From an optimization exercise on the open Yosys and OpenROAD flow, aimed at small area and a short achievable clock period; shortcuts taken in it are not production practice. Where RTL was checked, it was by simulation tests only, not by an equivalence proof against the original. Power and IR drop assume default switching activity.

==> flow/design.v <==
module fpadder(input [15:0] A, input [15:0] B, input clk, input rst, output reg [15:0] C);
wire [4:0] ea = A[14:10], eb = B[14:10];
wire       gte  = ea > eb;
wire       abig = A[14:0] > B[14:0];
wire [4:0] dab = ea - eb;
wire [4:0] dba = eb - ea;
reg        sign1, sub1, abig1;
reg [4:0]  exp1, sh1;
reg [9:0]  ma1, mb1;
always @(posedge clk) begin
	sign1 <= abig ? A[15] : B[15];
	sub1  <= A[15] ^ B[15];
	abig1 <= abig;
	exp1  <= gte ? ea : eb;
	sh1   <= gte ? dab : dba;
	ma1   <= A[9:0];
	mb1   <= B[9:0];
end
wire [9:0]  xm1 = abig1 ? ma1 : mb1;
wire [9:0]  ym1 = abig1 ? mb1 : ma1;
wire [10:0] ys = {1'b1, ym1} >> sh1[3:0];
wire [10:0] yv = sh1[4] ? 11'd0 : ys;
reg        sign2, sub2;
reg [4:0]  exp2;    
reg [9:0]  xm2;
reg [10:0] ym2;
always @(posedge clk) begin
	sign2 <= sign1;
	sub2  <= sub1;
	exp2  <= exp1 + 5'd1;
	xm2   <= xm1;
	ym2   <= yv ^ {11{sub1}};
end
reg        sign3;
reg [4:0]  exp3;    
reg [11:0] s3;
always @(posedge clk) begin
	sign3 <= sign2;
	exp3  <= exp2;
	s3    <= {2'b01, xm2} + {sub2, ym2} + {11'd0, sub2};
end
reg [3:0] k;
always @(*) begin
	casez (s3[11:1])
	11'b1??????????: k = 4'd0;
	11'b01?????????: k = 4'd1;
	11'b001????????: k = 4'd2;
	11'b0001???????: k = 4'd3;
	11'b00001??????: k = 4'd4;
	11'b000001?????: k = 4'd5;
	11'b0000001????: k = 4'd6;
	11'b00000001???: k = 4'd7;
	11'b000000001??: k = 4'd8;
	11'b0000000001?: k = 4'd9;
	11'b00000000001: k = 4'd10;
	default:         k = 4'd1;
	endcase
end
wire [12:0] w = {s3, 1'b0} << k;
wire [4:0]  e = exp3 - {1'b0, k};
wire zero = ~sign3 && exp3 == 5'd1 && s3 == 12'h800;
always @(posedge clk)
	C <= {sign3, e[4:1], e[0] & ~zero, w[11:2]};
endmodule
==> flow/config.mk <==
export PLATFORM = sky130hd
export DESIGN_NAME = fpadder
export DESIGN_NICKNAME = fpadder
export VERILOG_FILES = /design/flow/design.v
export SDC_FILE = /design/flow/constraint.sdc
export NUM_CORES = 4
export LEC_CHECK = 0
export CAP_MARGIN = 20
export CORE_MARGIN = 2
export CORE_UTILIZATION = 40
export SETUP_SLACK_MARGIN = 2.0
export SLEW_MARGIN = 20
==> flow/constraint.sdc <==
create_clock -name core_clock -period 4.0 [get_ports {clk}]
set_input_delay 0.8000 -clock core_clock [delete_from_list [all_inputs] [get_ports {clk}]]
set_output_delay 0.8000 -clock core_clock [all_outputs]
set_load 0.01 [all_outputs]
standard.sh (not shown) runs the stock make flow with config.mk's settings and CLKGATE_MAP_FILE= SYNTH_SCRIPT=/design/flow/synth_recipe.tcl, a recipe that flattens the netlist after the stock synthesis.
==> flow/flow/run.sh <==
#!/bin/bash
# Standard layout, with plain buffers (not delay cells) on the ports.
set -euo pipefail
export BUFFER_PORTS_ARGS="-buffer_cell sky130_fd_sc_hd__buf_2"
bash standard.sh > standard.log 2>&1
Next try:
- TNS_END_PERCENT: default -> 0
Result: Critical path depth is unchanged; total power decreases by 6.2%; wire length decreases by 5.9%.
Next try:
==> flow/flow/run.sh (replaced) <==
#!/bin/bash
# Standard layout, with plain buffers (not delay cells) on the ports.
set -euo pipefail
export BUFFER_PORTS_ARGS="-buffer_cell sky130_fd_sc_hd__buf_1"
bash standard.sh > standard.log 2>&1
- CORE_UTILIZATION: 40 -> 65
- CTS_BUF_LIST: default -> sky130_fd_sc_hd__clkbuf_4 sky130_fd_sc_hd__clkbuf_8
- CTS_CLUSTER_DIAMETER: default -> 80
- CTS_CLUSTER_SIZE: default -> 50
Effect:
- area after synthesis is unchanged
- global-route usage climbs by 10 points
- synthesized cell count is unchanged
- final cell count drops by 5.3%
- worst setup slack degrades by 0.0095 ns
- routed wire length climbs by about 2.4%
- register-to-register slack stays flat
- utilization climbs by 28 points
- sequential share of layout area climbs by 1.4 points
Next try:
==> flow/run.sh (new file) <==
#!/bin/bash
# synth_recipe.tcl (not shown) runs the flow's synth.tcl, then flattens the netlist and writes it again
# the make line also repeats each setting of config.mk as NAME=value (left out here)
make -C /OpenROAD-flow-scripts/flow DESIGN_CONFIG=/design/flow/config.mk WORK_HOME=/design/flow/orfs CLKGATE_MAP_FILE= SYNTH_SCRIPT=/design/flow/synth_recipe.tcl finish
- CORE_UTILIZATION: 65 -> 40
- CTS_BUF_LIST: sky130_fd_sc_hd__clkbuf_4 sky130_fd_sc_hd__clkbuf_8 -> default
- CTS_CLUSTER_DIAMETER: 80 -> default
- CTS_CLUSTER_SIZE: 50 -> default
removed: flow/flow/run.sh
removed: flow/standard.sh
Effect: Maximum frequency came out higher by about 1%; total power came out higher by about 6.5%; via count falls by 0.70%; hold slack hardly moves.

---

## v34
Starts from the design.v that is shown in full above.
make LEC_CHECK=0 CAP_MARGIN=20 CORE_MARGIN=2 CORE_UTILIZATION=40 SETUP_SLACK_MARGIN=2.0 SLEW_MARGIN=20 finish   # period 4.0 ns
run.sh (not shown) runs the stock make flow with config.mk's settings and CLKGATE_MAP_FILE= SYNTH_SCRIPT=/design/flow/synth_recipe.tcl, a recipe that flattens the netlist after the stock synthesis.
Stock flow here: none of the scripts above is used.
Having completed the whole flow, v34 delivered a layout that passed the timing, design-rule and antenna checks.
The inputs of v3 differ from those of v34 as listed below.
==> flow/flow/run.sh (new file) <==
#!/bin/bash
# Standard layout, with plain buffers (not delay cells) on the ports.
set -euo pipefail
export BUFFER_PORTS_ARGS="-buffer_cell sky130_fd_sc_hd__buf_2"
bash standard.sh > standard.log 2>&1
==> flow/standard.sh (new file) <==
#!/bin/bash
# synth_recipe.tcl (not shown) runs the flow's synth.tcl, then flattens the netlist and writes it again
# the make line also repeats each setting of config.mk as NAME=value (left out here)
make -C /OpenROAD-flow-scripts/flow DESIGN_CONFIG=/design/flow/config.mk WORK_HOME=/design/flow/orfs CLKGATE_MAP_FILE= SYNTH_SCRIPT=/design/flow/synth_recipe.tcl "${@:-finish}"
-- flow/config.mk --
<<< v34, line 8
export CAP_MARGIN = 20
export CORE_MARGIN = 2
export CORE_UTILIZATION = 40
export SETUP_SLACK_MARGIN = 2.0
export SLEW_MARGIN = 20
>>> v3, line 8
export CAP_MARGIN = 20
export CORE_MARGIN = 2
export CORE_UTILIZATION = 65
export CTS_BUF_LIST = sky130_fd_sc_hd__clkbuf_4 sky130_fd_sc_hd__clkbuf_8
export CTS_CLUSTER_DIAMETER = 80
export CTS_CLUSTER_SIZE = 50
export SETUP_SLACK_MARGIN = 2.0
export SLEW_MARGIN = 20
export TNS_END_PERCENT = 0
removed: flow/run.sh
--- outcome ---
v3 | stages: all done | timing, DRC, antenna: all pass. Share of total power in the clock network (v3 over v34): decrease, 0.9 points. In v3, clock distribution area overhead in the final layout is lower than in v34. Looking only at relative area change from synthesis to final layout, and setting everything else aside, the higher value of v34 and v3 goes to v34. Delta (v3 minus v34): worst setup slack decreased 0.041 ns; via count of the first global-routing pass decreased by 246 relative to the old numbers.
The inputs of v14 differ from those of v3 as listed below.
==> flow/flow/run.sh <==
#!/bin/bash
# Standard layout, with plain buffers (not delay cells) on the ports, and the
# platform's don't-use list extended by slow wide gates (flow/dont_use.txt).
set -euo pipefail
export BUFFER_PORTS_ARGS="-buffer_cell sky130_fd_sc_hd__buf_2"
bash standard.sh "DONT_USE_CELLS=$(cat flow/dont_use.txt)" finish > standard.log 2>&1
==> flow/flow/dont_use.txt (new file) <==
sky130_fd_sc_hd__lpflow_bleeder_1 sky130_fd_sc_hd__lpflow_clkbufkapwr_1 sky130_fd_sc_hd__lpflow_clkbufkapwr_16 sky130_fd_sc_hd__lpflow_clkbufkapwr_2 sky130_fd_sc_hd__lpflow_clkbufkapwr_4 sky130_fd_sc_hd__lpflow_clkbufkapwr_8 sky130_fd_sc_hd__lpflow_clkinvkapwr_1 sky130_fd_sc_hd__lpflow_clkinvkapwr_16 sky130_fd_sc_hd__lpflow_clkinvkapwr_2 sky130_fd_sc_hd__lpflow_clkinvkapwr_4 sky130_fd_sc_hd__lpflow_clkinvkapwr_8 sky130_fd_sc_hd__lpflow_decapkapwr_12 sky130_fd_sc_hd__lpflow_decapkapwr_3 sky130_fd_sc_hd__lpflow_decapkapwr_4 sky130_fd_sc_hd__lpflow_decapkapwr_6 sky130_fd_sc_hd__lpflow_decapkapwr_8 sky130_fd_sc_hd__lpflow_inputiso0n_1 sky130_fd_sc_hd__lpflow_inputiso0p_1 sky130_fd_sc_hd__lpflow_inputiso1n_1 sky130_fd_sc_hd__lpflow_inputiso1p_1 sky130_fd_sc_hd__lpflow_inputisolatch_1 sky130_fd_sc_hd__lpflow_isobufsrc_1 sky130_fd_sc_hd__lpflow_isobufsrc_16 sky130_fd_sc_hd__lpflow_isobufsrc_2 sky130_fd_sc_hd__lpflow_isobufsrc_4 sky130_fd_sc_hd__lpflow_isobufsrc_8 sky130_fd_sc_hd__lpflow_isobufsrckapwr_16 sky130_fd_sc_hd__lpflow_lsbuf_lh_hl_isowell_tap_1 sky130_fd_sc_hd__lpflow_lsbuf_lh_hl_isowell_tap_2 sky130_fd_sc_hd__lpflow_lsbuf_lh_hl_isowell_tap_4 sky130_fd_sc_hd__lpflow_lsbuf_lh_isowell_4 sky130_fd_sc_hd__lpflow_lsbuf_lh_isowell_tap_1 sky130_fd_sc_hd__lpflow_lsbuf_lh_isowell_tap_2 sky130_fd_sc_hd__lpflow_lsbuf_lh_isowell_tap_4 sky130_fd_sc_hd__probe_p_8 sky130_fd_sc_hd__probec_p_8  sky130_fd_sc_hd__or4_* sky130_fd_sc_hd__or4b_* sky130_fd_sc_hd__or4bb_* sky130_fd_sc_hd__or3_* sky130_fd_sc_hd__or3b_* sky130_fd_sc_hd__nor4_* sky130_fd_sc_hd__nor4b_* sky130_fd_sc_hd__nor4bb_* sky130_fd_sc_hd__a2111o_* sky130_fd_sc_hd__a2111oi_* sky130_fd_sc_hd__o2111a_* sky130_fd_sc_hd__o2111ai_* sky130_fd_sc_hd__mux4_*
==> flow/config.mk <==
export PLATFORM = sky130hd
export DESIGN_NAME = fpadder
export DESIGN_NICKNAME = fpadder
export VERILOG_FILES = /design/flow/design.v
export SDC_FILE = /design/flow/constraint.sdc
export NUM_CORES = 4
export LEC_CHECK = 0
export CAP_MARGIN = 20
export CORE_MARGIN = 2
export CORE_UTILIZATION = 40
export SETUP_SLACK_MARGIN = 2.0
export SLEW_MARGIN = 20
export TNS_END_PERCENT = 0
### Flow results
v14 vs v3 — total of fill cells in the finished design climbed by more than 100%. Effective utilization at floorplan: v14 and v3 compared, lower one is v14. Any difference in worst hold margin between v3 and v14 is small enough to ignore. Number of nets produced by synthesis (v14 over v3): increase, 18. Diff v3 -> v14 | combinational share of power | decrease of 2.0 points. Summary of v14 over v3: via count of the first global-routing pass neither gained nor lost much; combined global-route utilization of all metal layers saw a decrease; fmax shows an increase of about 0.55%; core utilization went down; minimum setup slack in the final design +0.012 ns. Of the two values seen for worst-path cell with the longest stage delay, mux2_4 was produced by v14 and a2111oi_4 by v3.
#### Input delta (v23 over v14)
==> flow/flow/run.sh <==
#!/bin/bash
# Standard layout, with plain buffers (not delay cells) on the ports.
set -euo pipefail
export BUFFER_PORTS_ARGS="-buffer_cell sky130_fd_sc_hd__buf_2"
bash standard.sh > standard.log 2>&1
-- flow/config.mk --
<<< v14, line 8
export CAP_MARGIN = 20
export CORE_MARGIN = 2
export CORE_UTILIZATION = 40
export SETUP_SLACK_MARGIN = 2.0
export SLEW_MARGIN = 20
export TNS_END_PERCENT = 0
>>> v23, line 8
export CAP_MARGIN = 20
export CORE_MARGIN = 2
export CORE_UTILIZATION = 60
export CTS_BUF_LIST = sky130_fd_sc_hd__clkbuf_4 sky130_fd_sc_hd__clkbuf_8
export SETUP_SLACK_MARGIN = 2.0
export SLEW_MARGIN = 20
removed: flow/flow/dont_use.txt
## What came out
- On total power, v23 tracks v14 almost exactly.
- Lower die area was reported by v23, not v14.
- For v14, the endpoint of the worst setup timing path was sign1$_DFF_P_, unlike v23, where it was C[14]$_DFF_P_.
- Count of multi-input combinational gates in v23 vs v14: down 24
- The total global routing track utilization of v23 exceeds that of v14 by 7.8 points.
- Compared with v14, in v23 sequential share of layout area -0.53 points, clock power shrank by 22%, die outline height fell about 18%.
- Against v14, worst setup slack after layout in v23 came out better.
- Comparing v14 and v23, the higher total of clock buffers placed in the layout was measured on v23.
- Re number of nets produced by synthesis: v14 was higher than v23.

---

## the reference run
Another version of the RTL of fpadder (not shown whole).
For scale: ~490 cells after synthesis, about 50 I/O pins, roughly 4800 sq um of cells after synthesis.
export LEC_CHECK = 0
export CAP_MARGIN = 20
export CORE_MARGIN = 2
export CORE_UTILIZATION = 40
export SETUP_SLACK_MARGIN = 2.1
export SLEW_MARGIN = 20
create_clock -name core_clock -period 4.0 [get_ports {clk}]
Stock flow here: none of the scripts above is used.
> inputs changed (the reference run -> the trial run)
# the reference run
export LEC_CHECK = 0
export CAP_MARGIN = 20
export CORE_MARGIN = 2
export CORE_UTILIZATION = 40
export SETUP_SLACK_MARGIN = 2.1
export SLEW_MARGIN = 20
create_clock -name core_clock -period 4.0 [get_ports {clk}]
# the trial run
export LEC_CHECK = 0
export CAP_MARGIN = 20
export CORE_MARGIN = 2
export CORE_UTILIZATION = 40
export SETUP_SLACK_MARGIN = 2.3
export SLEW_MARGIN = 20
create_clock -name core_clock -period 4.0 [get_ports {clk}]
### Flow results
Min number of buffer and inverter instances along the worst setup path across the reference run and the trial run: the reference run. A kind of critical path of register to register is what the reference run shows, while input port to register belongs to the trial run. NOTE: switching share of power in the trial run exceeds that of the reference run. Summary of the trial run over the reference run: global-route usage shows an increase of 0.60 points, utilization of the core after routing moved up.
No functional check of the RTL was part of any run of this note.

---

fpadder, a different RTL version from the one above (not shown whole).
Size: about 470 cells after synthesis, roughly 94 flip-flops, ~50 I/O pins.
Settings: LEC_CHECK=0, CAP_MARGIN=20, CORE_MARGIN=2, CORE_UTILIZATION=40, SETUP_SLACK_MARGIN=1.8, SLEW_MARGIN=20; clock period 4.0 ns.
Rerun with:
--- a/flow/config.mk
+++ b/flow/config.mk
@@ -10,3 +10,3 @@
 export CORE_UTILIZATION = 40
-export SETUP_SLACK_MARGIN = 1.8
+export SETUP_SLACK_MARGIN = 2.0
 export SLEW_MARGIN = 20
Effect: Setup slack gets worse by 92 ps; cell area grows by about 6%; critical path depth grows by 1; routed wire length grows by about 6%; maximum frequency shrinks by about 3.6%; die area does not change; power grows by about 3.6%; first-iteration DRC count shrinks by about 14%; synthesized cell count is unchanged; non-clock buffer count grows by 32; clock skew shrinks by 9.4 ps.
No run of this note included a check of the RTL's function; only the layout flow was run.

---

fpadder, a different RTL version from the one above (not shown whole).
Size: about 95 flip-flops, ~0.0046 mm² of cells after synthesis.
Settings: LEC_CHECK=0, CAP_MARGIN=20, CORE_MARGIN=2, CORE_UTILIZATION=60, CTS_BUF_LIST=sky130_fd_sc_hd__clkbuf_4 sky130_fd_sc_hd__clkbuf_8, SETUP_SLACK_MARGIN=2.3, SLEW_MARGIN=20, TNS_END_PERCENT=0; clock period 4.0 ns.
standard.sh (not shown) runs the stock make flow with config.mk's settings and CLKGATE_MAP_FILE= SYNTH_SCRIPT=/design/flow/synth_recipe.tcl, a recipe that flattens the netlist after the stock synthesis.
==> flow/flow/run.sh <==
#!/bin/bash
# Standard layout, with plain buffers (not delay cells) on the ports.
set -euo pipefail
export BUFFER_PORTS_ARGS="-buffer_cell sky130_fd_sc_hd__buf_2"
bash standard.sh > standard.log 2>&1
The first run finished clean.
Next try:
--- a/flow/config.mk
+++ b/flow/config.mk
@@ -12 +12 @@
-export SETUP_SLACK_MARGIN = 2.3
+export SETUP_SLACK_MARGIN = 2.0
Routed wire length does not change.
Sequential share of layout area does not change.
Critical path depth does not change.
Cell area stays the same.
Maximum frequency is unchanged.
Area after synthesis does not change.
Via count stays the same.
First-iteration DRC count does not change.
Clock-buffer cell count is unchanged.
Function was not checked in any run of this note: the RTL went through the layout flow alone.

[re-timing with driven ports]
No port has a modelled driver above. Below, the same layouts with a new extraction and two added sets of constraints. Step 1, drivers: a clkbuf_16 drives clk and a buf_2 each remaining input, both assumed. Step 2 adds t to the input delays and takes it off the output delays; t is the mean of the earliest and latest rising clock arrival at the registers after step 1. Input paths then give back, and output paths get back, about the clock's delay inside the block. Three values: no drivers, after step 1, after step 2; two values: the first two.
run | t (ns) | slack for setup (ns) | worst register clock-pin slew, ns
the first run of note 1 | 0.377 | 1.827 / 1.815 / 1.438 | 0.07 / 0.07
the second run of note 1 | 0.364 | 1.790 / 1.771 / 1.406 | 0.06 / 0.06
the third run of note 1 | 0.380 | 1.781 / 1.781 / 1.445 | 0.09 / 0.09
the fourth run of note 1 | 0.371 | 1.804 / 1.804 / 1.447 | 0.07 / 0.07
v34 | 0.376 | 1.799 / 1.773 / 1.397 | 0.06 / 0.06
v3 | 0.374 | 1.759 / 1.759 / 1.412 | 0.09 / 0.09
v14 | 0.374 | 1.771 / 1.762 / 1.388 | 0.06 / 0.06
v23 | 0.378 | 1.816 / 1.816 / 1.482 | 0.09 / 0.09
the reference run | 0.381 | 1.867 / 1.867 / 1.518 | 0.06 / 0.06
the trial run | 0.371 | 1.835 / 1.822 / 1.451 | 0.07 / 0.07
the first run of note 4 | 0.375 | 1.548 / 1.520 / 1.145 | 0.10 / 0.10
the second run of note 4 | 0.384 | 1.455 / 1.423 / 1.039 | 0.10 / 0.10
the first run of note 5 | 0.375 | 1.715 / 1.715 / 1.564 | 0.09 / 0.09
the second run of note 5 | 0.375 | 1.715 / 1.715 / 1.564 | 0.09 / 0.09
After both steps setup and hold are still met in every run listed. The setup slack of the second run of note 4, which loses most, moves by -0.032 ns with the drivers and by -0.416 ns with both steps.
